This design comes from an exercise in tuning for small area and a short achievable clock period on the open sky130 flow, not from production work. The RTL was checked by simulation tests, not by an equivalence proof against the original design.

`config.mk`:
```
export PLATFORM = sky130hd
export DESIGN_NAME = RISCV_Processor
export DESIGN_NICKNAME = RISCV_Processor
export VERILOG_FILES = /design/flow/design.v
export SDC_FILE = /design/flow/constraint.sdc
export NUM_CORES = 8
export LEC_CHECK = 0
export CAP_MARGIN = 20
export CORE_MARGIN = 2
export CORE_UTILIZATION = 40
export SETUP_SLACK_MARGIN = 5
export SLEW_MARGIN = 20
export TNS_END_PERCENT = 0
```
`constraint.sdc`:
```
create_clock -name core_clock -period 13.0 [get_ports {clk}]
set_input_delay 2.6000 -clock core_clock [delete_from_list [all_inputs] [get_ports {clk}]]
set_output_delay 2.6000 -clock core_clock [all_outputs]
set_load 0.01 [all_outputs]
```
`design.v`:
```
`timescale 1ns / 1ps
module ALU(
    input  logic [31:0] a,
    input  logic [31:0] b,
    input  logic        sub,         
    input  logic        arith,       
    input  logic [2:0]  f3,
    input  logic        i30,         
    output logic [31:0] sum,
    output logic        lt,          
    output logic        ltu,         
    output logic        eq,          
    output logic [31:0] y
    );
    logic [32:0] sum_x;              
    assign sum_x = {a, 1'b1} + {b ^ {32{sub}}, sub};
    assign sum   = sum_x[32:1];
    assign ltu = (a[31] ^ b[31]) ? b[31] : sum[31];
    assign lt  = (a[31] ^ b[31]) ? a[31] : sum[31];
    logic [31:0] x_xor;
    assign x_xor = a ^ b;
    assign eq = ~|x_xor;
    logic [31:0] sh_in, sr_r, sll_r;
    logic        sh_left;
    assign sh_left = ~f3[2];
    always_comb begin
        for (int k = 0; k < 32; k++) begin
            sh_in[k] = sh_left ? a[31 - k] : a[k];
            sll_r[k] = sr_r[31 - k];
        end
    end
    assign sr_r = 32'($signed({~sh_left & i30 & a[31], sh_in}) >>> b[4:0]);
    always_comb begin
        if (~arith) y = sum;
        else case (f3)
            3'b000: y = sum;
            3'b001: y = sll_r;
            3'b010: y = {31'd0, lt};
            3'b011: y = {31'd0, ltu};
            3'b100: y = x_xor;
            3'b101: y = sr_r;
            3'b110: y = a | b;
            default: y = a & b;
        endcase
    end
endmodule
`timescale 1ns / 1ps
module DATA_MEMORY(
    input  logic [16*9-1:0] e,        
    input  logic [3:0]      a,
    input  logic [2:0]      f3,
    input  logic            is_ld,
    input  logic            is_lui,
    input  logic            is_auipc,
    input  logic            is_link,   
    input  logic [31:0]     alu,
    input  logic [31:0]     imm_u,
    input  logic [31:0]     pcimm,
    input  logic [31:0]     pc4,
    output logic [31:0]     wd
    );
    logic [8:0] bw [0:3];
    logic [8:0] lb [0:3];
    always_comb begin
        for (int b = 0; b < 4; b++) begin
            logic [1:0] w;
            w = a[3:2] + {1'b0, (2'(b) < a[1:0])};
            case (w)
                2'd0: bw[b] = e[9*b +: 9];
                2'd1: bw[b] = e[9*(4 + b) +: 9];
                2'd2: bw[b] = e[9*(8 + b) +: 9];
                default: bw[b] = e[9*(12 + b) +: 9];
            endcase
        end
        for (int k = 0; k < 4; k++) begin
            case (a[1:0])
                2'd0: lb[k] = bw[k];
                2'd1: lb[k] = bw[(k + 1) % 4];
                2'd2: lb[k] = bw[(k + 2) % 4];
                default: lb[k] = bw[(k + 3) % 4];
            endcase
        end
    end
    logic [7:0] by0, by1, by2, by3;
    assign by0 = lb[0][7:0] & {8{lb[0][8]}};
    assign by1 = lb[1][7:0] & {8{lb[1][8]}};
    assign by2 = lb[2][7:0] & {8{lb[2][8]}};
    assign by3 = lb[3][7:0] & {8{lb[3][8]}};
    logic lsign;
    assign lsign = ~f3[2] & (f3[0] ? by1[7] : by0[7]);
    logic [31:0] ldata;
    assign ldata = {f3[1] ? {by3, by2} : {16{lsign}},
                    (f3[1] | f3[0]) ? by1 : {8{lsign}},
                    by0};
    always_comb begin
        if (is_ld)         wd = ldata;
        else if (is_lui)   wd = imm_u;
        else if (is_auipc) wd = pcimm;
        else if (is_link)  wd = pc4;
        else               wd = alu;
    end
endmodule
`timescale 1ns / 1ps
module Register_File(
    input  logic [32*31-1:0] r,      
    input  logic [31:1]      sel,
    output logic [31:0]      q
    );
    logic [31:0] t [0:31];
    always_comb begin
        t[0] = 32'd0;
        for (int i = 1; i < 32; i++) t[i] = {32{sel[i]}} & r[32*(i-1) +: 32];
        for (int w = 16; w >= 1; w = w / 2)
            for (int i = 0; i < w; i++) t[i] = t[2*i] | t[2*i + 1];
    end
    assign q = t[0];
endmodule
module RF_Decode(
    input  logic [31:1] v,
    input  logic [4:0]  a,
    output logic [31:1] sel
    );
    logic [3:0] lo;
    logic [7:0] hi;
    always_comb begin
        for (int k = 0; k < 4; k++) lo[k] = (a[1:0] == 2'(k));
        for (int k = 0; k < 8; k++) hi[k] = (a[4:2] == 3'(k));
        for (int i = 1; i < 32; i++) sel[i] = lo[i % 4] & hi[i / 4] & v[i];
    end
endmodule
`timescale 1ns / 1ps
module RISCV_Processor(
    input  logic        reset,
    input  logic        clk,
    input  logic [31:0] Instruction,
    output logic [31:0] PC_out,
    output logic [31:0] ALU_Output
    );
    logic [31:0] I;
    assign I = Instruction;
    logic b2, b3, b4, b5, b6;
    assign {b6, b5, b4, b3, b2} = I[6:2];
    logic [2:0] f3;
    assign f3 = I[14:12];
    logic is_lui, is_auipc, is_jal, is_jalr, is_br, is_ld, is_st, is_imm, is_op;
    assign is_jal   = b3;
    assign is_jalr  = b6 & b2 & ~b3;
    assign is_br    = b6 & ~b2;
    assign is_ld    = ~b6 & ~b4 & ~b5;
    assign is_st    = ~b6 & ~b4 & b5;
    assign is_lui   = ~b6 & b4 & b5 & b2;
    assign is_auipc = ~b6 & b4 & ~b5 & b2;
    assign is_imm   = ~b6 & b4 & ~b5 & ~b2;
    assign is_op    = ~b6 & b4 & b5 & ~b2;
    logic arith;                      
    assign arith = ~b6 & b4 & ~b2;
    logic [31:0] imm_is;              
    assign imm_is = {{21{I[31]}}, I[30:25], is_st ? I[11:7] : I[24:20]};
    logic [31:0] imm_pc;              
    always_comb begin
        if (b6 & ~b2)      imm_pc = {{20{I[31]}}, I[7], I[30:25], I[11:8], 1'b0};      
        else if (b6)       imm_pc = {{12{I[31]}}, I[19:12], I[20], I[30:21], 1'b0};    
        else               imm_pc = {I[31:12], 12'd0};                                 
    end
    logic [31:0] R [1:31];
    logic [31:1] rv;                  
    logic [31:0] rs1v, rs2v;
    logic [31:1] wen;
    logic [31:0] wd;
    logic        rwrite;
    assign rwrite = ~is_br & ~is_st;
    logic [32*31-1:0] Rf;             
    always_comb begin
        for (int i = 1; i < 32; i++) begin
            Rf[32*(i-1) +: 32] = R[i];
            wen[i] = (I[11:7] == 5'(i)) & rwrite;
        end
    end
    logic [31:1] selA, selB;
    RF_Decode DA (.v(rv), .a(I[19:15]), .sel(selA));
    RF_Decode DB (.v(rv), .a(I[24:20]), .sel(selB));
    Register_File RA (.r(Rf), .sel(selA), .q(rs1v));
    Register_File RB (.r(Rf), .sel(selB), .q(rs2v));
    always_ff @(posedge clk or posedge reset) begin
        if (reset) rv <= '0;
        else       rv <= rv | wen;
    end
    always_ff @(posedge clk) begin
        for (int i = 1; i < 32; i++)
            if (wen[i]) R[i] <= wd;
    end
    logic [31:0] opb;
    assign opb = (is_op | is_br) ? rs2v : imm_is;
    logic sub;
    assign sub = is_br | (arith & ((f3 == 3'b010) | (f3 == 3'b011) | (is_op & I[30] & (f3 == 3'b000))));
    logic [31:0] sum, alu;
    logic        ltu, lt, eq;
    ALU AL (.a(rs1v), .b(opb), .sub(sub), .arith(arith), .f3(f3), .i30(I[30]),
            .sum(sum), .lt(lt), .ltu(ltu), .eq(eq), .y(alu));
    assign ALU_Output = alu;
    logic [31:1] pc;
    assign PC_out = {pc, 1'b0};
    logic [31:0] pc4, pcimm;
    assign pc4   = PC_out + 32'd4;
    assign pcimm = PC_out + imm_pc;
    logic taken;
    assign taken = (f3[2] ? (f3[1] ? ltu : lt) : eq) ^ f3[0];
    logic [31:1] npc;
    always_comb begin
        if (is_jalr)                      npc = sum[31:1];
        else if (is_jal | (is_br & taken)) npc = pcimm[31:1];
        else                              npc = pc4[31:1];
    end
    always_ff @(posedge clk or posedge reset) begin
        if (reset) pc <= '0;
        else       pc <= npc;
    end
    logic [7:0] M [0:15];
    logic [15:0] mv;
    logic [3:0] a;
    assign a = rs1v[3:0] + imm_is[3:0];
    logic [31:0] wrot;
    always_comb begin
        case (a[1:0])
            2'd0: wrot = rs2v;
            2'd1: wrot = {rs2v[23:0], rs2v[31:24]};
            2'd2: wrot = {rs2v[15:0], rs2v[31:16]};
            default: wrot = {rs2v[7:0], rs2v[31:8]};
        endcase
    end
    logic [15:0] mwen;
    always_comb begin
        for (int j = 0; j < 16; j++) begin
            logic [3:0] d;
            d = 4'(j) - a;
            mwen[j] = is_st & ((d == 4'd0) | ((d == 4'd1) & (f3[1] | f3[0])) | ((d[3:1] == 3'd1) & f3[1]));
        end
    end
    always_ff @(posedge clk or posedge reset) begin
        if (reset) mv <= '0;
        else       mv <= mv | mwen;
    end
    always_ff @(posedge clk) begin
        for (int j = 0; j < 16; j++)
            if (mwen[j]) M[j] <= wrot[8*(j%4) +: 8];
    end
    logic [16*9-1:0] Ef;              
    always_comb begin
        for (int j = 0; j < 16; j++) Ef[9*j +: 9] = {mv[j], M[j]};
    end
    DATA_MEMORY DM (.e(Ef), .a(a), .f3(f3), .is_ld(is_ld), .is_lui(is_lui),
                    .is_auipc(is_auipc), .is_link(is_jal | is_jalr), .alu(alu),
                    .imm_u(imm_pc), .pcimm(pcimm), .pc4(pc4), .wd(wd));
endmodule
```
`flow/run.sh`:
```
#!/bin/bash
# Layout flow: the standard ORFS flow (standard.sh) with these changes.
#  1. Synthesis is synth_recipe.tcl unchanged except for its ABC technology-mapping
#     call. The modules ALU, DATA_MEMORY (load data and write-back select),
#     Register_File (one read port's AND-OR) and RF_Decode (one read port's
#     select decoder) are kept apart until that call, which maps ALU and
#     DATA_MEMORY with ORFS's area script (flow/map.abc), RF_Decode with ORFS's speed
#     script (flow/speed.abc), Register_File with a delay-targeted mapping
#     (flow/relaxed.abc) and the rest with a delay-relaxed area-recovering script
#     (flow/area.abc). synth_recipe.tcl then flattens the design as usual.
#     Registers are mapped before ABC runs and all sit in the top module, so they
#     are the standard synthesis's.
#  2. Clock tree synthesis uses clkbuf_8 buffers, clusters of at most 14 sinks
#     within 55 um, and inserts no dummy loads.
#  3. Ports are buffered with buf_1 cells; timing repair resizes them where needed.
#  4. Timing repair does not clone gates (a clone can overload its driver, and
#     no design repair runs after the last timing repair).
# Each tool's full output goes to the ORFS logs under orfs/logs/, and make's own
# output to flow_make.log, in the folder this runs in.
set -euo pipefail
W=$(pwd)

{
  cat <<'TCL'
proc abc {args} {
  set i [lsearch -exact $args -script]
  set j [expr {$i + 1}]
  set done [list]
  foreach {m sc} $::env(OWN_ABC_MAP) {
    yosys abc {*}[lreplace $args $j $j $sc] $m
    lappend done $m
  }
  foreach m [split [string trim [tee -q -s result.string select -list-mod *]] "\n"] {
    if {[lsearch -exact $done $m] < 0} {
      yosys abc {*}[lreplace $args $j $j $::env(OWN_ABC_SCRIPT)] $m
    }
  }
}
TCL
  cat "$W/synth_recipe.tcl"
} > "$W/own_synth.tcl"
export OWN_ABC_SCRIPT="$W/flow/area.abc"
export OWN_ABC_MAP="ALU $W/flow/map.abc RF_Decode $W/flow/speed.abc Register_File $W/flow/relaxed.abc DATA_MEMORY $W/flow/map.abc"

sed -e "s#SYNTH_SCRIPT=[^ ]*#SYNTH_SCRIPT=$W/own_synth.tcl#" "$W/standard.sh" > "$W/own_standard.sh"
grep -q "SYNTH_SCRIPT=$W/own_synth.tcl" "$W/own_standard.sh"

bash "$W/own_standard.sh" \
  "SYNTH_KEEP_MODULES=ALU Register_File RF_Decode DATA_MEMORY" \
  "CTS_ARGS=-sink_clustering_enable -repair_clock_nets -buf_list sky130_fd_sc_hd__clkbuf_8 -dont_use_dummy_load -sink_clustering_size 14 -sink_clustering_max_diameter 55" \
  "BUFFER_PORTS_ARGS=-buffer_cell sky130_fd_sc_hd__buf_1" \
  "SKIP_GATE_CLONING=1" \
  finish > "$W/flow_make.log" 2>&1
test -s "$W/out/final.def"
```
`flow/area.abc`:
```
strash
&get -n
&dch -f
&nf -R 100
&put
strash
&get -n
&dch -f
&nf -R 100
&put
strash
&get -n
&dch -f
&nf -R 100
&put
buffer -c
upsize -c
dnsize -c
```
`flow/map.abc`:
```
strash
dch
map -B 0.9
topo
stime -c
buffer -c
upsize -c
dnsize -c
```
`flow/relaxed.abc`:
```
strash
dch
map -D 600
topo
stime -c
buffer -c
upsize -c
dnsize -c
```
`flow/speed.abc`:
```
&get -n
&st
&dch
&nf
&st
&syn2
&if -g -K 6
&synch2
&nf
&st
&syn2
&if -g -K 6
&synch2
&nf
&st
&syn2
&if -g -K 6
&synch2
&nf
&st
&syn2
&if -g -K 6
&synch2
&nf
&st
&syn2
&if -g -K 6
&synch2
&nf
&put
buffer -c
topo
stime -c
upsize -c
dnsize -c
```
`standard.sh`:
```
#!/bin/bash
# synth_recipe.tcl (not shown) runs the flow's synth.tcl, then flattens the netlist and writes it again
# the make line also repeats each setting of config.mk as NAME=value (left out here)
make -C /OpenROAD-flow-scripts/flow DESIGN_CONFIG=/design/flow/config.mk WORK_HOME=/design/flow/orfs CLKGATE_MAP_FILE= SYNTH_SCRIPT=/design/flow/synth_recipe.tcl "${@:-finish}"
```
==> impl_metrics.ini <==
[sta]
slew_viol_final = 0
rsz0062_at_grt = true
fin_tns_setup_ps = 0
clock_skew_ps = 148
fin_crit_sh = 0.754
worst_slew_pin_slew_ps = 1260
hold_viol_final = 0
fin_crit_ps = 9810
setup_violations = 0
fmax_mhz = 102
max-slew-margin-rel = 0.158

[grt]
grt_first_pass_wirelength_um = 361000
first_global_vias = 48700
grt_max_degree = 66
grt.overflow.total = 0
antenna_found_initial = 8
grt.total_usage = 0.313

[critical_path]
cp_common_cell = nand3_1
startpoint_type = primary input
slowest_stage = nor2_1
crit_type = primary input to output pin
path_cells = buf_2 -> and3b_2 -> and3_4 -> buf_4 -> a22oi_1 -> nand4_1 -> nor2_1 -> nand4_1 -> buf_4 -> buf_4 -> inv_1 -> nand2_1 -> o21ai_1 -> nand2_1 -> nand3_1 -> nand3_1 -> a21oi_1 -> o21ai_1 -> nand3_1 -> nand3_1 -> nand2_1 -> nand2_2 -> buf_6
crit_fanout = 16
r2r-end = R[24][1]
rrSetupSlack_ps = 5580
r2r_cells = 22
crit_path_end_kind = output pin
required_ps = 10400
r2r-start = rv[16]
slowest_delay_ps = 530
critPathArrivalTime_ps = 7210

[synthesis]
async_reset_ff_frac = 0.0651
syn_inst = 5820
synthesis.area_um2 = 63000
synthTopCellsByArea = edfxtp_1 53%, a22oi_1 8.4%, nand2_1 5.2%
yosys.area.top_type = edfxtp_1
syn_area_per_cell_um2 = 10.8
ys_seq_area_frac = 0.565
synth_edf_count = 1120
yosysWarnings = 10
synth-main-ff-cell = edfxtp_1
synthDistinctLibCells = 82
ys_ff_latch = 1198
yosys.area.top_type_share = 0.534

[clocking]
cts-htree-levels = 3
cts_sinks = 1198
path_clk_slew_ps = 60
clockRootBuffer = clkbuf_8
hold_buffers = 0
clock_latency_ps = 900
cts_buffer_depth = 3
cts_buffers = 118
cts_tree = done

[finish]
fin_nets = 6253
mostFrequentLayoutCells = 1120 x edfxtp_1, 825 x nand2_1, 677 x a22oi_1
final_common_cell = edfxtp_1
layout-drive-gt1-share = 0.171
area_growth_pct = 13.2

[min_path]
hp-start = mv[13]
min_path_cells = 1
hold_path_end = mv[13]
min_path_type = register to register

[route]
drc = 0
dr.pass1.iters = 11
vias_per_cell = 6.56
drtIter0Drc = 7941
antenna_left = 0
wl_um = 265000
via_count = 53400
post_drt_wl_per_cell_um = 32.6

[floorplanning]
dieArea_um2 = 161000
coreArea_um2 = 156000
start_util = 0.403
ios = 98
die_h_um = 401
row_count = 145
die_width_um = 401

[pwr]
powerDensity_nw_per_um2 = 163
power_w = 0.0116
vdd_ir_drop_max_mv = 0.104
leakage_nw = 25.4

[placed_design]
hpwl_um = 172000
gp_congestion = 1.05
numPortBuffers = 94

[status]
status = timing/DRC/antenna clean

[flow_run]
drv_cap = 0
## worst max-delay path by stage
stage                     slack (ps)             end       startpoint
after global routing            3240  ALU_Output[28]  Instruction[24]
after CTS                       3340   ALU_Output[0]  Instruction[24]
after detailed placement        1840   ALU_Output[0]  Instruction[22]
final                           3190  ALU_Output[24]  Instruction[15]
after floorplan                 4510  ALU_Output[18]  Instruction[21]
after global placement          1820   ALU_Output[0]  Instruction[22]
## through the flow
step           std cells  setup slack (ps)  area, um^2  utilization  hold slack [ps]
3_5_place_dp        7786              1840       66000        0.423              447
2_1_floorplan       5823              4510       63200            -              431
5_1_grt             8134              3240       71300        0.456              477
3_3_place_gp        7786              1820       66000        0.423              444
6_report            8137              3190       71300        0.456              457
4_1_cts             8023              3340       69300        0.444              460
## state kept, by name, indices dropped and copies added (netlist names)
name  cells
R       992
M       128
pc       31
rv       31
mv       16
## modules after synthesis, one instance, submodules excluded
module | cells | times used
ALU | 1277 | 1
DATA_MEMORY | 768 | 1
RF_Decode | 47 | 2
RISCV_Processor | 2023 | 1
Register_File | 829 | 2
## routing by layer
metal  GRT usage  wire (um)
met5           0         11
met4       0.198      20900
met3      0.0852      33400
met2       0.461     112000
met1       0.407      99000
## report_power, final
part	switching [W]	internal, W
sequential	0.000182	0.00479
clock	0.00126	0.000798
combinational	0.00326	0.00132
## cell families (layout without fill, tap and decap cells)
family,after synthesis,after routing,synth area share
AOI/OAI and AO/OA,1560,1560,0.180
buffers and inverters,532,783,0.0375
other,1,9,0.0000596
adders and majority gates,143,143,0.0287
DFF,1198,1198,0.565
and+or+nand+nor,2229,2229,0.166
xor gates and xnor gates,125,125,0.0174
muxes,32,32,0.00513
## layout make-up
type	instances	area (um^2)
Multi-Input combinational cell	4093	26800
Timing Repair Buffer	491	4010
Sequential cell	1198	35600
Clock buffer	118	1620
Tap cell	2058	2570
Inverter	174	673
Fill cell	14400	84900
Antenna cell	5	12.5
## Yosys cell counts, drive strengths merged (52+ instances only)
cell type,instances
o21ai,258
inv,171
edfxtp,1120
nand4,213
a22o,134
or2,81
buf,189
o211ai,52
a22oi,702
nor2,395
and3,89
a21oi,137
nand2,902
a221oi,139
xor2,84
dfrtp,78
nand3,420
clkbuf,169
ha,141
## critical path: cells and delay by family
kind,cells,cell delay (ps)
buffers and inverters,6,1180
and+or+nand+nor,13,2640
AOI/OAI and AO/OA,4,750
## timing repair
item | 4_1_cts | 5_1_grt
resized for setup | 197 | 237
setup buffers | 119 | 109
setup endpoints to repair | 1265 | 1091
pin swaps | 103 | 150

-- afterwards: timing with drivers on the ports --
No port has a modelled driver above. Below, the same layout with a new extraction and two added sets of constraints. Step 1 (the two cells are an assumption about what drives the block):
set clk [get_ports {clk}]
set_driving_cell -lib_cell sky130_fd_sc_hd__clkbuf_16 $clk
set_driving_cell -lib_cell sky130_fd_sc_hd__buf_2 [delete_from_list [all_inputs] $clk]
Step 2, shift: input delay + t, output delay - t, t = (earliest + latest rising clock arrival at the registers) / 2. This alone moves slack from input paths to output paths. Three values: no drivers, after step 1, after step 2; two values: the first two.
t (ns): 0.908
slack for setup (ns): 3.193 / 3.155 / 2.604
worst setup path after step 2: input to register
After both steps this run still meets setup and hold. The setup slack of this run moves by -0.038 ns with the drivers and by -0.589 ns with both steps.
